This design comes from an exercise in tuning for small area and a short achievable clock period on the open sky130 flow, not from production work.
No functional check of the RTL was part of any run shown here.
Power figures rest on the tool's default switching activity, not on a simulated workload.

## flow/design.v (module list and top-level ports; edited modules follow where they fit)
// module part2: 724 lines
// module fa: 4 lines
// module ha: 4 lines
// module fpmul: 301 lines
module fpmul (
	input             clk,
	input      [31:0] X,
	input      [31:0] Y,
	output     [31:0] result,
	output reg        zero,
	output reg        underflow,
	output reg        overflow,
	output reg        nan
);
  // ...
==> flow/flow/run.sh <==
#!/bin/bash
export BUFFER_PORTS_ARGS="-buffer_cell sky130_fd_sc_hd__buf_1"
bash standard.sh > standard.log 2>&1
==> flow/standard.sh <==
#!/bin/bash
# synth_recipe.tcl (not shown) runs the flow's synth.tcl, then flattens the netlist and writes it again
# the make line also repeats each setting of config.mk as NAME=value (left out here)
make -C /OpenROAD-flow-scripts/flow DESIGN_CONFIG=/design/flow/config.mk WORK_HOME=/design/flow/orfs CLKGATE_MAP_FILE= SYNTH_SCRIPT=/design/flow/synth_recipe.tcl "${@:-finish}"
==> flow/config.mk <==
export PLATFORM = sky130hd
export DESIGN_NAME = fpmul
export DESIGN_NICKNAME = fpmul
export VERILOG_FILES = /design/flow/design.v
export SDC_FILE = /design/flow/constraint.sdc
export NUM_CORES = 4
export LEC_CHECK = 0
export CAP_MARGIN = 20
export CORE_MARGIN = 2
export CORE_UTILIZATION = 40
export CTS_BUF_LIST = sky130_fd_sc_hd__clkbuf_8
export SETUP_SLACK_MARGIN = 3.5
export SLEW_MARGIN = 20
export SYNTH_HIERARCHICAL = 1
export SYNTH_MINIMUM_KEEP_SIZE = 0
==> flow/constraint.sdc <==
create_clock -name core_clock -period 8.0 [get_ports {clk}]
set_input_delay 1.6000 -clock core_clock [delete_from_list [all_inputs] [get_ports {clk}]]
set_output_delay 1.6000 -clock core_clock [all_outputs]
set_load 0.01 [all_outputs]
==> results.cfg, run 1 <==
[min_path]
hold_class = flop to flop
min_path_cells = 0
min_from = zero_q

[cells_and_area]
multi_input_area_share = 0.694
clock_area_frac = 0.0200
final_net_count = 2247
final_cell_mix = 244 x xnor2_1, 170 x fa_1, 168 x a22o_1, 165 x a221oi_1, 156 x ha_1
regMostFlops = x3_q
multi_input_area_um2 = 13600
multi_input_cells = 1390
seq_share = 0.185
stdcell_count = 2471
area_growth_pct = 8.36
largest_reg_flops = 25
seq_cell_count = 178
final-nonclk-buf-share = 0.0398

[critical_path]
r2r-start = x3_q[18]
crit_required_ns = 6.40
cp_num_cells = 9
reg2regPathDepth = 10
crit_slowest_cell = o211a_4

[status]
status = timing/DRC/antenna clean

[place]
dp_hpwl_um = 43400
post_dp_cell_area_um2 = 18800
dp.cells = 2425

[timing]
timing.slew.headroom = 0.386
rsz0062_at_grt = true
fin_crit_sh = 0.567

[die]
io_pins = 101
dieArea_um2 = 47100
fp.dieW_um = 217

[synthesis]
yosysWarnings = 7
synthesis.nets = 2278

[power]
power.switching_mw = 4.57
peakVddDrop_uv = 367
power_frac_seq = 0.172

[route]
post_drt_wl_per_cell_um = 24.4
wl_met3_um = 5830
antenna_left = 0

[global_routing]
met3_usage = 0.0660
grtUsageMet1 = 0.345
grtUsageTotal = 0.257
antenna_found_initial = 0

[clock_network]
clock_path_buffers = 2
hold_buffers = 0
==> module fpmul, before the edit <==
module fpmul (
	input             clk,
	input      [31:0] X,
	input      [31:0] Y,
	output     [31:0] result,
	output reg        zero,
	output reg        underflow,
	output reg        overflow,
	output reg        nan
);
	wire [24:0] yb = {1'b1, Y[22:0], 1'b0};   
	wire [7:0]  s1_d, s2_d, s3_d, s4_d, neg_d;
	genvar i;
	generate for (i = 0; i < 8; i = i + 1) begin : enc
		wire [2:0] c = yb[3*i+3] ? ~yb[3*i+2:3*i] : yb[3*i+2:3*i];   
		assign s1_d[i]  = ~c[2] & (c[1] ^ c[0]);
		assign s2_d[i]  = (~c[2] & c[1] & c[0]) | (c[2] & ~c[1] & ~c[0]);
		assign s3_d[i]  = c[2] & (c[1] ^ c[0]);
		assign s4_d[i]  = c[2] & c[1] & c[0];
		assign neg_d[i] = yb[3*i+3] & ~(&yb[3*i+2:3*i]);
	end endgenerate
	wire [23:0] mx = {1'b1, X[22:0]};
	wire [24:1] x3p = {1'b0, mx[23:1]} ^ mx[23:0];   
	wire [24:1] x3g = {1'b0, mx[23:1]} & mx[23:0];
	wire xg0_1 = x3g[2] | (x3p[2] & x3g[1]);
	wire xp0_1 = x3p[2] & x3p[1];
	wire xg0_3 = x3g[4] | (x3p[4] & x3g[3]);
	wire xp0_3 = x3p[4] & x3p[3];
	wire xg0_5 = x3g[6] | (x3p[6] & x3g[5]);
	wire xp0_5 = x3p[6] & x3p[5];
	wire xg0_7 = x3g[8] | (x3p[8] & x3g[7]);
	wire xp0_7 = x3p[8] & x3p[7];
	wire xg0_9 = x3g[10] | (x3p[10] & x3g[9]);
	wire xp0_9 = x3p[10] & x3p[9];
	wire xg0_11 = x3g[12] | (x3p[12] & x3g[11]);
	wire xp0_11 = x3p[12] & x3p[11];
	wire xg0_13 = x3g[14] | (x3p[14] & x3g[13]);
	wire xp0_13 = x3p[14] & x3p[13];
	wire xg0_15 = x3g[16] | (x3p[16] & x3g[15]);
	wire xp0_15 = x3p[16] & x3p[15];
	wire xg0_17 = x3g[18] | (x3p[18] & x3g[17]);
	wire xp0_17 = x3p[18] & x3p[17];
	wire xg0_19 = x3g[20] | (x3p[20] & x3g[19]);
	wire xp0_19 = x3p[20] & x3p[19];
	wire xg0_21 = x3g[22] | (x3p[22] & x3g[21]);
	wire xp0_21 = x3p[22] & x3p[21];
	wire xg0_23 = x3g[24] | (x3p[24] & x3g[23]);
	wire xp0_23 = x3p[24] & x3p[23];
	wire xg1_2 = x3g[3] | (x3p[3] & xg0_1);
	wire xp1_2 = x3p[3] & xp0_1;
	wire xg1_3 = xg0_3 | (xp0_3 & xg0_1);
	wire xp1_3 = xp0_3 & xp0_1;
	wire xg1_6 = x3g[7] | (x3p[7] & xg0_5);
	wire xp1_6 = x3p[7] & xp0_5;
	wire xg1_7 = xg0_7 | (xp0_7 & xg0_5);
	wire xp1_7 = xp0_7 & xp0_5;
	wire xg1_10 = x3g[11] | (x3p[11] & xg0_9);
	wire xp1_10 = x3p[11] & xp0_9;
	wire xg1_11 = xg0_11 | (xp0_11 & xg0_9);
	wire xp1_11 = xp0_11 & xp0_9;
	wire xg1_14 = x3g[15] | (x3p[15] & xg0_13);
	wire xp1_14 = x3p[15] & xp0_13;
	wire xg1_15 = xg0_15 | (xp0_15 & xg0_13);
	wire xp1_15 = xp0_15 & xp0_13;
	wire xg1_18 = x3g[19] | (x3p[19] & xg0_17);
	wire xp1_18 = x3p[19] & xp0_17;
	wire xg1_19 = xg0_19 | (xp0_19 & xg0_17);
	wire xp1_19 = xp0_19 & xp0_17;
	wire xg1_22 = x3g[23] | (x3p[23] & xg0_21);
	wire xp1_22 = x3p[23] & xp0_21;
	wire xg1_23 = xg0_23 | (xp0_23 & xg0_21);
	wire xp1_23 = xp0_23 & xp0_21;
	wire xg2_4 = x3g[5] | (x3p[5] & xg1_3);
	wire xp2_4 = x3p[5] & xp1_3;
	wire xg2_5 = xg0_5 | (xp0_5 & xg1_3);
	wire xp2_5 = xp0_5 & xp1_3;
	wire xg2_6 = xg1_6 | (xp1_6 & xg1_3);
	wire xp2_6 = xp1_6 & xp1_3;
	wire xg2_7 = xg1_7 | (xp1_7 & xg1_3);
	wire xp2_7 = xp1_7 & xp1_3;
	wire xg2_12 = x3g[13] | (x3p[13] & xg1_11);
	wire xp2_12 = x3p[13] & xp1_11;
	wire xg2_13 = xg0_13 | (xp0_13 & xg1_11);
	wire xp2_13 = xp0_13 & xp1_11;
	wire xg2_14 = xg1_14 | (xp1_14 & xg1_11);
	wire xp2_14 = xp1_14 & xp1_11;
	wire xg2_15 = xg1_15 | (xp1_15 & xg1_11);
	wire xp2_15 = xp1_15 & xp1_11;
	wire xg2_20 = x3g[21] | (x3p[21] & xg1_19);
	wire xp2_20 = x3p[21] & xp1_19;
	wire xg2_21 = xg0_21 | (xp0_21 & xg1_19);
	wire xp2_21 = xp0_21 & xp1_19;
	wire xg2_22 = xg1_22 | (xp1_22 & xg1_19);
	wire xp2_22 = xp1_22 & xp1_19;
	wire xg2_23 = xg1_23 | (xp1_23 & xg1_19);
	wire xp2_23 = xp1_23 & xp1_19;
	wire xg3_8 = x3g[9] | (x3p[9] & xg2_7);
	wire xp3_8 = x3p[9] & xp2_7;
	wire xg3_9 = xg0_9 | (xp0_9 & xg2_7);
	wire xp3_9 = xp0_9 & xp2_7;
	wire xg3_10 = xg1_10 | (xp1_10 & xg2_7);
	wire xp3_10 = xp1_10 & xp2_7;
	wire xg3_11 = xg1_11 | (xp1_11 & xg2_7);
	wire xp3_11 = xp1_11 & xp2_7;
	wire xg3_12 = xg2_12 | (xp2_12 & xg2_7);
	wire xp3_12 = xp2_12 & xp2_7;
	wire xg3_13 = xg2_13 | (xp2_13 & xg2_7);
	wire xp3_13 = xp2_13 & xp2_7;
	wire xg3_14 = xg2_14 | (xp2_14 & xg2_7);
	wire xp3_14 = xp2_14 & xp2_7;
	wire xg3_15 = xg2_15 | (xp2_15 & xg2_7);
	wire xp3_15 = xp2_15 & xp2_7;
	wire xg4_16 = x3g[17] | (x3p[17] & xg3_15);
	wire xp4_16 = x3p[17] & xp3_15;
	wire xg4_17 = xg0_17 | (xp0_17 & xg3_15);
	wire xp4_17 = xp0_17 & xp3_15;
	wire xg4_18 = xg1_18 | (xp1_18 & xg3_15);
	wire xp4_18 = xp1_18 & xp3_15;
	wire xg4_19 = xg1_19 | (xp1_19 & xg3_15);
	wire xp4_19 = xp1_19 & xp3_15;
	wire xg4_20 = xg2_20 | (xp2_20 & xg3_15);
	wire xp4_20 = xp2_20 & xp3_15;
	wire xg4_21 = xg2_21 | (xp2_21 & xg3_15);
	wire xp4_21 = xp2_21 & xp3_15;
	wire xg4_22 = xg2_22 | (xp2_22 & xg3_15);
	wire xp4_22 = xp2_22 & xp3_15;
	wire xg4_23 = xg2_23 | (xp2_23 & xg3_15);
	wire xp4_23 = xp2_23 & xp3_15;
	wire [25:0] x3_d;   
	assign x3_d[0] = mx[0];
	assign x3_d[1] = x3p[1];
	assign x3_d[2] = x3p[2] ^ x3g[1];
	assign x3_d[3] = x3p[3] ^ xg0_1;
	assign x3_d[4] = x3p[4] ^ xg1_2;
	assign x3_d[5] = x3p[5] ^ xg1_3;
	assign x3_d[6] = x3p[6] ^ xg2_4;
	assign x3_d[7] = x3p[7] ^ xg2_5;
	assign x3_d[8] = x3p[8] ^ xg2_6;
	assign x3_d[9] = x3p[9] ^ xg2_7;
	assign x3_d[10] = x3p[10] ^ xg3_8;
	assign x3_d[11] = x3p[11] ^ xg3_9;
	assign x3_d[12] = x3p[12] ^ xg3_10;
	assign x3_d[13] = x3p[13] ^ xg3_11;
	assign x3_d[14] = x3p[14] ^ xg3_12;
	assign x3_d[15] = x3p[15] ^ xg3_13;
	assign x3_d[16] = x3p[16] ^ xg3_14;
	assign x3_d[17] = x3p[17] ^ xg3_15;
	assign x3_d[18] = x3p[18] ^ xg4_16;
	assign x3_d[19] = x3p[19] ^ xg4_17;
	assign x3_d[20] = x3p[20] ^ xg4_18;
	assign x3_d[21] = x3p[21] ^ xg4_19;
	assign x3_d[22] = x3p[22] ^ xg4_20;
	assign x3_d[23] = x3p[23] ^ xg4_21;
	assign x3_d[24] = x3p[24] ^ xg4_22;
	assign x3_d[25] = xg4_23;
	wire [8:0] esum_d = {1'b0, X[30:23]} + {1'b0, Y[30:23]};
	wire       zero_d = (X[30:0] == 31'd0) | (Y[30:0] == 31'd0);
	reg  [22:0] xm_q;
	reg  [25:1] x3_q;
	reg  [7:0]  s1_q, s2_q, s3_q, s4_q, neg_q;
	reg  [8:0]  esum_q;
	reg         zero_q, sign_q;
	always @(posedge clk) begin
		xm_q   <= X[22:0];
		x3_q   <= x3_d[25:1];
		s1_q   <= s1_d;
		s2_q   <= s2_d;
		s3_q   <= s3_d;
		s4_q   <= s4_d;
		neg_q  <= neg_d;
		esum_q <= esum_d;
		zero_q <= zero_d;
		sign_q <= X[31] ^ Y[31];
	end
	wire [2:0]  lg_d, lp_d;
	wire [24:0] hp_d, hs0_d, hs1_d;
	wire [12:0] ug_d, up_d;
	part2 core (.xm(xm_q), .x3(x3_q), .s1(s1_q), .s2(s2_q), .s3(s3_q), .s4(s4_q), .neg(neg_q),
		.lg(lg_d), .lp(lp_d), .hp(hp_d), .hs0(hs0_d), .hs1(hs1_d), .ug(ug_d), .up(up_d));
	wire       uf_d  = ~zero_q & (esum_q < 9'd127);
	wire       nan_d = ~zero_q & (esum_q == 9'd382);
	wire       of_d  = ~zero_q & (esum_q > 9'd382);
	wire [8:0] e0_d  = esum_q - 9'd127;
	reg  [2:0]  lg_q, lp_q;
	reg  [24:0] hp_q, hs0_q, hs1_q;
	reg  [12:0] ug_q, up_q;
	reg  [7:0]  e0_q;
	reg         sign_r;
	always @(posedge clk) begin
		lg_q      <= lg_d;
		lp_q      <= lp_d;
		hp_q      <= hp_d;
		hs0_q     <= hs0_d;
		hs1_q     <= hs1_d;
		ug_q      <= ug_d;
		up_q      <= up_d;
		e0_q      <= e0_d[7:0];
		sign_r    <= sign_q & ~zero_q & ~(esum_q < 9'd127);
		zero      <= zero_q;
		underflow <= uf_d;
		overflow  <= of_d;
		nan       <= nan_d;
	end
	wire g0_1 = lg_q[1] | (lp_q[1] & lg_q[0]);
	wire g0_3 = ug_q[0] | (up_q[0] & lg_q[2]);
	wire p0_3 = up_q[0] & lp_q[2];
	wire g0_5 = ug_q[2] | (up_q[2] & ug_q[1]);
	wire p0_5 = up_q[2] & up_q[1];
	wire g0_7 = ug_q[4] | (up_q[4] & ug_q[3]);
	wire p0_7 = up_q[4] & up_q[3];
	wire g0_9 = ug_q[6] | (up_q[6] & ug_q[5]);
	wire p0_9 = up_q[6] & up_q[5];
	wire g0_11 = ug_q[8] | (up_q[8] & ug_q[7]);
	wire p0_11 = up_q[8] & up_q[7];
	wire g0_13 = ug_q[10] | (up_q[10] & ug_q[9]);
	wire p0_13 = up_q[10] & up_q[9];
	wire g0_15 = ug_q[12] | (up_q[12] & ug_q[11]);
	wire p0_15 = up_q[12] & up_q[11];
	wire g1_2 = lg_q[2] | (lp_q[2] & g0_1);
	wire p1_2 = lp_q[2] & 1'b0;
	wire g1_3 = g0_3 | (p0_3 & g0_1);
	wire p1_3 = p0_3 & 1'b0;
	wire g1_6 = ug_q[3] | (up_q[3] & g0_5);
	wire p1_6 = up_q[3] & p0_5;
	wire g1_7 = g0_7 | (p0_7 & g0_5);
	wire p1_7 = p0_7 & p0_5;
	wire g1_10 = ug_q[7] | (up_q[7] & g0_9);
	wire p1_10 = up_q[7] & p0_9;
	wire g1_11 = g0_11 | (p0_11 & g0_9);
	wire p1_11 = p0_11 & p0_9;
	wire g1_14 = ug_q[11] | (up_q[11] & g0_13);
	wire p1_14 = up_q[11] & p0_13;
	wire g1_15 = g0_15 | (p0_15 & g0_13);
	wire p1_15 = p0_15 & p0_13;
	wire g2_4 = ug_q[1] | (up_q[1] & g1_3);
	wire p2_4 = up_q[1] & p1_3;
	wire g2_5 = g0_5 | (p0_5 & g1_3);
	wire p2_5 = p0_5 & p1_3;
	wire g2_6 = g1_6 | (p1_6 & g1_3);
	wire p2_6 = p1_6 & p1_3;
	wire g2_7 = g1_7 | (p1_7 & g1_3);
	wire p2_7 = p1_7 & p1_3;
	wire g2_12 = ug_q[9] | (up_q[9] & g1_11);
	wire p2_12 = up_q[9] & p1_11;
	wire g2_13 = g0_13 | (p0_13 & g1_11);
	wire p2_13 = p0_13 & p1_11;
	wire g2_14 = g1_14 | (p1_14 & g1_11);
	wire p2_14 = p1_14 & p1_11;
	wire g2_15 = g1_15 | (p1_15 & g1_11);
	wire p2_15 = p1_15 & p1_11;
	wire g3_8 = ug_q[5] | (up_q[5] & g2_7);
	wire p3_8 = up_q[5] & p2_7;
	wire g3_9 = g0_9 | (p0_9 & g2_7);
	wire p3_9 = p0_9 & p2_7;
	wire g3_10 = g1_10 | (p1_10 & g2_7);
	wire p3_10 = p1_10 & p2_7;
	wire g3_11 = g1_11 | (p1_11 & g2_7);
	wire p3_11 = p1_11 & p2_7;
	wire g3_12 = g2_12 | (p2_12 & g2_7);
	wire p3_12 = p2_12 & p2_7;
	wire g3_13 = g2_13 | (p2_13 & g2_7);
	wire p3_13 = p2_13 & p2_7;
	wire g3_14 = g2_14 | (p2_14 & g2_7);
	wire p3_14 = p2_14 & p2_7;
	wire g3_15 = g2_15 | (p2_15 & g2_7);
	wire p3_15 = p2_15 & p2_7;
	wire [24:0] sum;
	assign sum[0] = hp_q[0] ^ g1_2;
	assign sum[1] = g1_2 ? hs1_q[1] : hs0_q[1];
	assign sum[2] = hp_q[2] ^ g1_3;
	assign sum[3] = g1_3 ? hs1_q[3] : hs0_q[3];
	assign sum[4] = hp_q[4] ^ g2_4;
	assign sum[5] = g2_4 ? hs1_q[5] : hs0_q[5];
	assign sum[6] = hp_q[6] ^ g2_5;
	assign sum[7] = g2_5 ? hs1_q[7] : hs0_q[7];
	assign sum[8] = hp_q[8] ^ g2_6;
	assign sum[9] = g2_6 ? hs1_q[9] : hs0_q[9];
	assign sum[10] = hp_q[10] ^ g2_7;
	assign sum[11] = g2_7 ? hs1_q[11] : hs0_q[11];
	assign sum[12] = hp_q[12] ^ g3_8;
	assign sum[13] = g3_8 ? hs1_q[13] : hs0_q[13];
	assign sum[14] = hp_q[14] ^ g3_9;
	assign sum[15] = g3_9 ? hs1_q[15] : hs0_q[15];
	assign sum[16] = hp_q[16] ^ g3_10;
	assign sum[17] = g3_10 ? hs1_q[17] : hs0_q[17];
	assign sum[18] = hp_q[18] ^ g3_11;
	assign sum[19] = g3_11 ? hs1_q[19] : hs0_q[19];
	assign sum[20] = hp_q[20] ^ g3_12;
	assign sum[21] = g3_12 ? hs1_q[21] : hs0_q[21];
	assign sum[22] = hp_q[22] ^ g3_13;
	assign sum[23] = g3_13 ? hs1_q[23] : hs0_q[23];
	assign sum[24] = hp_q[24] ^ g3_14;
	wire [24:0] t = sum[24:0];   
	wire        kill = zero | underflow | overflow | nan;
	wire [22:0] mant = t[24] ? t[23:1] : t[22:0];
	wire [7:0]  ex   = t[24] ? e0_q + 8'd1 : e0_q;
	assign result[31]    = sign_r;
	assign result[30:23] = (overflow | nan) ? 8'hFF : kill ? 8'h00 : ex;
	assign result[22:1]  = kill ? 22'd0 : mant[22:1];
	assign result[0]     = underflow | (~kill & mant[0]);
endmodule
==> inputs of run 2 (changes only) <==
--- a/flow/design.v
+++ b/flow/design.v
@@ -752,138 +752,5 @@
 		assign neg_d[i] = yb[3*i+3] & ~(&yb[3*i+2:3*i]);
 	end endgenerate
-	wire [23:0] mx = {1'b1, X[22:0]};
-	wire [24:1] x3p = {1'b0, mx[23:1]} ^ mx[23:0];   
-	wire [24:1] x3g = {1'b0, mx[23:1]} & mx[23:0];
-	wire xg0_1 = x3g[2] | (x3p[2] & x3g[1]);
-	wire xp0_1 = x3p[2] & x3p[1];
-	wire xg0_3 = x3g[4] | (x3p[4] & x3g[3]);
-	wire xp0_3 = x3p[4] & x3p[3];
-	wire xg0_5 = x3g[6] | (x3p[6] & x3g[5]);
-	wire xp0_5 = x3p[6] & x3p[5];
-	wire xg0_7 = x3g[8] | (x3p[8] & x3g[7]);
-	wire xp0_7 = x3p[8] & x3p[7];
-	wire xg0_9 = x3g[10] | (x3p[10] & x3g[9]);
-	wire xp0_9 = x3p[10] & x3p[9];
-	wire xg0_11 = x3g[12] | (x3p[12] & x3g[11]);
-	wire xp0_11 = x3p[12] & x3p[11];
-	wire xg0_13 = x3g[14] | (x3p[14] & x3g[13]);
-	wire xp0_13 = x3p[14] & x3p[13];
-	wire xg0_15 = x3g[16] | (x3p[16] & x3g[15]);
-	wire xp0_15 = x3p[16] & x3p[15];
-	wire xg0_17 = x3g[18] | (x3p[18] & x3g[17]);
-	wire xp0_17 = x3p[18] & x3p[17];
-	wire xg0_19 = x3g[20] | (x3p[20] & x3g[19]);
-	wire xp0_19 = x3p[20] & x3p[19];
-	wire xg0_21 = x3g[22] | (x3p[22] & x3g[21]);
-	wire xp0_21 = x3p[22] & x3p[21];
-	wire xg0_23 = x3g[24] | (x3p[24] & x3g[23]);
-	wire xp0_23 = x3p[24] & x3p[23];
-	wire xg1_2 = x3g[3] | (x3p[3] & xg0_1);
-	wire xp1_2 = x3p[3] & xp0_1;
-	wire xg1_3 = xg0_3 | (xp0_3 & xg0_1);
-	wire xp1_3 = xp0_3 & xp0_1;
-	wire xg1_6 = x3g[7] | (x3p[7] & xg0_5);
-	wire xp1_6 = x3p[7] & xp0_5;
-	wire xg1_7 = xg0_7 | (xp0_7 & xg0_5);
-	wire xp1_7 = xp0_7 & xp0_5;
-	wire xg1_10 = x3g[11] | (x3p[11] & xg0_9);
-	wire xp1_10 = x3p[11] & xp0_9;
-	wire xg1_11 = xg0_11 | (xp0_11 & xg0_9);
-	wire xp1_11 = xp0_11 & xp0_9;
-	wire xg1_14 = x3g[15] | (x3p[15] & xg0_13);
-	wire xp1_14 = x3p[15] & xp0_13;
-	wire xg1_15 = xg0_15 | (xp0_15 & xg0_13);
-	wire xp1_15 = xp0_15 & xp0_13;
-	wire xg1_18 = x3g[19] | (x3p[19] & xg0_17);
-	wire xp1_18 = x3p[19] & xp0_17;
-	wire xg1_19 = xg0_19 | (xp0_19 & xg0_17);
-	wire xp1_19 = xp0_19 & xp0_17;
-	wire xg1_22 = x3g[23] | (x3p[23] & xg0_21);
-	wire xp1_22 = x3p[23] & xp0_21;
-	wire xg1_23 = xg0_23 | (xp0_23 & xg0_21);
-	wire xp1_23 = xp0_23 & xp0_21;
-	wire xg2_4 = x3g[5] | (x3p[5] & xg1_3);
-	wire xp2_4 = x3p[5] & xp1_3;
-	wire xg2_5 = xg0_5 | (xp0_5 & xg1_3);
-	wire xp2_5 = xp0_5 & xp1_3;
-	wire xg2_6 = xg1_6 | (xp1_6 & xg1_3);
-	wire xp2_6 = xp1_6 & xp1_3;
-	wire xg2_7 = xg1_7 | (xp1_7 & xg1_3);
-	wire xp2_7 = xp1_7 & xp1_3;
-	wire xg2_12 = x3g[13] | (x3p[13] & xg1_11);
-	wire xp2_12 = x3p[13] & xp1_11;
-	wire xg2_13 = xg0_13 | (xp0_13 & xg1_11);
-	wire xp2_13 = xp0_13 & xp1_11;
-	wire xg2_14 = xg1_14 | (xp1_14 & xg1_11);
-	wire xp2_14 = xp1_14 & xp1_11;
-	wire xg2_15 = xg1_15 | (xp1_15 & xg1_11);
-	wire xp2_15 = xp1_15 & xp1_11;
-	wire xg2_20 = x3g[21] | (x3p[21] & xg1_19);
-	wire xp2_20 = x3p[21] & xp1_19;
-	wire xg2_21 = xg0_21 | (xp0_21 & xg1_19);
-	wire xp2_21 = xp0_21 & xp1_19;
-	wire xg2_22 = xg1_22 | (xp1_22 & xg1_19);
-	wire xp2_22 = xp1_22 & xp1_19;
-	wire xg2_23 = xg1_23 | (xp1_23 & xg1_19);
-	wire xp2_23 = xp1_23 & xp1_19;
-	wire xg3_8 = x3g[9] | (x3p[9] & xg2_7);
-	wire xp3_8 = x3p[9] & xp2_7;
-	wire xg3_9 = xg0_9 | (xp0_9 & xg2_7);
-	wire xp3_9 = xp0_9 & xp2_7;
-	wire xg3_10 = xg1_10 | (xp1_10 & xg2_7);
-	wire xp3_10 = xp1_10 & xp2_7;
-	wire xg3_11 = xg1_11 | (xp1_11 & xg2_7);
-	wire xp3_11 = xp1_11 & xp2_7;
-	wire xg3_12 = xg2_12 | (xp2_12 & xg2_7);
-	wire xp3_12 = xp2_12 & xp2_7;
-	wire xg3_13 = xg2_13 | (xp2_13 & xg2_7);
-	wire xp3_13 = xp2_13 & xp2_7;
-	wire xg3_14 = xg2_14 | (xp2_14 & xg2_7);
-	wire xp3_14 = xp2_14 & xp2_7;
-	wire xg3_15 = xg2_15 | (xp2_15 & xg2_7);
-	wire xp3_15 = xp2_15 & xp2_7;
-	wire xg4_16 = x3g[17] | (x3p[17] & xg3_15);
-	wire xp4_16 = x3p[17] & xp3_15;
-	wire xg4_17 = xg0_17 | (xp0_17 & xg3_15);
-	wire xp4_17 = xp0_17 & xp3_15;
-	wire xg4_18 = xg1_18 | (xp1_18 & xg3_15);
-	wire xp4_18 = xp1_18 & xp3_15;
-	wire xg4_19 = xg1_19 | (xp1_19 & xg3_15);
-	wire xp4_19 = xp1_19 & xp3_15;
-	wire xg4_20 = xg2_20 | (xp2_20 & xg3_15);
-	wire xp4_20 = xp2_20 & xp3_15;
-	wire xg4_21 = xg2_21 | (xp2_21 & xg3_15);
-	wire xp4_21 = xp2_21 & xp3_15;
-	wire xg4_22 = xg2_22 | (xp2_22 & xg3_15);
-	wire xp4_22 = xp2_22 & xp3_15;
-	wire xg4_23 = xg2_23 | (xp2_23 & xg3_15);
-	wire xp4_23 = xp2_23 & xp3_15;
-	wire [25:0] x3_d;   
-	assign x3_d[0] = mx[0];
-	assign x3_d[1] = x3p[1];
-	assign x3_d[2] = x3p[2] ^ x3g[1];
-	assign x3_d[3] = x3p[3] ^ xg0_1;
-	assign x3_d[4] = x3p[4] ^ xg1_2;
-	assign x3_d[5] = x3p[5] ^ xg1_3;
-	assign x3_d[6] = x3p[6] ^ xg2_4;
-	assign x3_d[7] = x3p[7] ^ xg2_5;
-	assign x3_d[8] = x3p[8] ^ xg2_6;
-	assign x3_d[9] = x3p[9] ^ xg2_7;
-	assign x3_d[10] = x3p[10] ^ xg3_8;
-	assign x3_d[11] = x3p[11] ^ xg3_9;
-	assign x3_d[12] = x3p[12] ^ xg3_10;
-	assign x3_d[13] = x3p[13] ^ xg3_11;
-	assign x3_d[14] = x3p[14] ^ xg3_12;
-	assign x3_d[15] = x3p[15] ^ xg3_13;
-	assign x3_d[16] = x3p[16] ^ xg3_14;
-	assign x3_d[17] = x3p[17] ^ xg3_15;
-	assign x3_d[18] = x3p[18] ^ xg4_16;
-	assign x3_d[19] = x3p[19] ^ xg4_17;
-	assign x3_d[20] = x3p[20] ^ xg4_18;
-	assign x3_d[21] = x3p[21] ^ xg4_19;
-	assign x3_d[22] = x3p[22] ^ xg4_20;
-	assign x3_d[23] = x3p[23] ^ xg4_21;
-	assign x3_d[24] = x3p[24] ^ xg4_22;
-	assign x3_d[25] = xg4_23;
+	wire [25:0] x3_d = {2'b01, X[22:0]} + {1'b1, X[22:0], 1'b0};   
 	wire [8:0] esum_d = {1'b0, X[30:23]} + {1'b0, Y[30:23]};
 	wire       zero_d = (X[30:0] == 31'd0) | (Y[30:0] == 31'd0);
@@ -914,8 +781,9 @@
 	wire       of_d  = ~zero_q & (esum_q > 9'd382);
 	wire [8:0] e0_d  = esum_q - 9'd127;
+	wire [8:0] e1_d  = esum_q - 9'd126;
 	reg  [2:0]  lg_q, lp_q;
 	reg  [24:0] hp_q, hs0_q, hs1_q;
 	reg  [12:0] ug_q, up_q;
-	reg  [7:0]  e0_q;
+	reg  [7:0]  e0_q, e1_q;
 	reg         sign_r;
 	always @(posedge clk) begin
@@ -928,4 +796,5 @@
 		up_q      <= up_d;
 		e0_q      <= e0_d[7:0];
+		e1_q      <= e1_d[7:0];
 		sign_r    <= sign_q & ~zero_q & ~(esum_q < 9'd127);
 		zero      <= zero_q;
@@ -1026,5 +895,5 @@
 	wire        kill = zero | underflow | overflow | nan;
 	wire [22:0] mant = t[24] ? t[23:1] : t[22:0];
-	wire [7:0]  ex   = t[24] ? e0_q + 8'd1 : e0_q;
+	wire [7:0]  ex   = t[24] ? e1_q : e0_q;
 	assign result[31]    = sign_r;
 	assign result[30:23] = (overflow | nan) ? 8'hFF : kill ? 8'h00 : ex;
--- a/flow/config.mk
+++ b/flow/config.mk
@@ -9,5 +9,4 @@
 export CORE_MARGIN = 2
 export CORE_UTILIZATION = 40
-export CTS_BUF_LIST = sky130_fd_sc_hd__clkbuf_8
 export SETUP_SLACK_MARGIN = 3.5
 export SLEW_MARGIN = 20
==> run 2 against run 1 <==
Combinational power rose by 2%. Sequential share of layout area is 0.13 points lower. Synthesized cell count increased by 1.5%. Clock-buffer cell count rose by 2. Register-to-register slack barely moved. Highest routed layer is now met5. First-iteration DRC count down 5.9%. Fmax rose by 0.32%. Largest cell class unchanged.
==> results.cfg, run 2 <==
[route]
vias_per_cell = 6.12
via_count = 15500
routed_wl_um = 59800
antenna_left = 0
drtPass1Iterations = 7
drt_iter0_drc = 1541
drcViolationCount = 0
post_drt_wl_per_cell_um = 23.6

[timing]
setup_tns_ns = 0
setup_slack_ns = 3.48
tightest_slew_ns = 0.981
drv_slew = 0
fin_worst_skew_ns = 0.0146
fin_crit_sh = 0.565
fmax_mhz = 221
finalSetupViolations = 0
hold_viol_final = 0
min_period_ns = 4.52
timing.slew.headroom = 0.339
rsz0062_at_grt = true

[cells_and_area]
nFillCells = 4483
area_growth_pct = 9.39
regMostFlops = x3_q
final_common_cell = xnor2_1
multi_input_area_um2 = 13800
stdcell_count = 2538
stdcell_area_um2 = 20400
regArea_um2 = 3730
largest_reg_flops = 25
largestRegisters = x3_q x25, xm_q x23, hp_q x13
final_cell_mix = 255 x xnor2_1, 177 x dfxtp_1, 174 x a221oi_1, 168 x a22o_1, 166 x fa_1
final_net_count = 2305
drive_above_1_share = 0.0964

[place]
dp_slack_ns = 3.33
io_buffers = 100
dp_hpwl_um = 40800
dp.cells = 2482
post_dp_cell_area_um2 = 19400
place.gp.congestion = 0.926

[power]
fin_total_pwr_mw = 10.0
p_per_area_nw_per_um2 = 492
peakVddDrop_uv = 319
p_leak_nw = 8.15

[synthesis]
synth_cells = 1915
yosysWarnings = 7
synth_area_um2 = 18600
synthesis.nets = 2304
syn_area_per_cell_um2 = 9.73

[global_routing]
grt_pass1_vias = 15400
use_met2 = 0.380
met3_usage = 0.0766
grtUsageTotal = 0.248
grt_start_max_net_pins = 29
grt_pass1_wl_um = 91200
grt.busiest_layer = met2
overflow = 0
antenna_found_initial = 3
grtUsageMet1 = 0.319

[die]
dieArea_um2 = 48300
rows = 79
core_um2 = 46300
start_util = 0.403
fp.dieW_um = 220
io_pins = 101
die_h_um = 220

[clock_network]
cts_buffers = 17
clock_latency_ns = 0.47
clk_pin_slew_ns = 0.08
numClockSinks = 186
cts_max_level = 4
cts_tree = yes
clock_path_buffers = 2
cts_root_buffer = clkbuf_16

[critical_path]
critPathArrivalTime_ns = 2.92
cp-end-kind = output pin
start_kind = flop
crit_type = flop to output pin
path_max_fanout = 9
crit_required_ns = 6.40

[flow_run]
max-cap-violations = 0

[status]
status = timing/DRC/antenna clean

[min_path]
hold_class = flop to flop
[run 2: what timing repair did]
item	4_1_cts	5_1_grt
hold buffers	0	0
gates cloned	3	2
pin swaps	4	10
endpoints found under the setup margin	38	43
gates resized for setup	19	49
buffers inserted	9	8
[run 2: final cells by class]
class	count	area share
well taps	607	0.0373
clock inverters	13	0.00700
repair buffers	176	0.0490
multi-input cells	1413	0.679
flip-flops and latches	186	0.183
diodes	2	0.000246
clock buffers	19	0.0217
inverters	122	0.0225
[run 2: worst paths after layout]
kind,from,end,slack [ns],depth (start not counted)
max,ug_q[5],result[16],3.48,9
min,zero_q,zero,0.41,0
max reg2reg,xm_q[18],hs0_q[3],3.62,11
min reg2reg,zero_q,zero,0.41,0
[run 2: critical path: stages (launching register included)]
cell and delay (ns):
dfxtp_2 0.33, a211o_1 0.33, a2111oi_4 0.34, nor3b_2 0.10, a2111o_2 0.48, buf_12 0.18, and3_4 0.20, o211ai_1 0.23
o41ai_2 0.13, clkbuf_2 0.15
[run 2: per-layer routing]
metal  part of all wire  up-vias
met4              0.045        2
met1               0.41     7543
met2               0.44      884
met5            0.00022        -
li1                   -     6923
met3               0.11      179
[run 2: stage by stage]
stage	hold WS [ns]	utilization
after floorplan	0.376	-
after global placement	0.395	0.419
after detailed placement	0.395	0.419
after CTS	0.406	0.436
after global routing	0.416	0.440
final	0.408	0.441
[run 2: report_power, final]
group,leakage (nW),internal (mW),switching [mW]
clock network,0.290,0.451,0.409
registers,1.56,1.38,0.275
logic,6.30,3.57,3.95
total,8.15,5.40,4.63

==> re-timing with driven ports <==
In the flow no input, the clock included, has a driving cell. The finished layouts below were timed again as built, in two steps.
Step 1, drivers: a clkbuf_16 drives clk and a buf_2 each remaining input, both assumed.
Step 2, shift: input delay + t, output delay - t, t = (earliest + latest rising clock arrival at the registers) / 2. This alone moves slack from input paths to output paths.
a / b / c = ideal / step 1 / step 2; a / b = the first two.
run | shift t [ns] | slack for setup (ns) | latest minus earliest clock arrival (ns) | cell pins on the clock port's net
run 1 | 0.577 | 3.467 / 3.417 / 3.496 | 0.021 / 0.021 | 1
run 2 | 0.514 | 3.482 / 3.430 / 3.407 | 0.014 / 0.014 | 1
After both steps setup and hold are still met in every run listed. The setup slack of run 2, which loses most, moves by -0.052 ns with the drivers and by -0.075 ns with both steps.
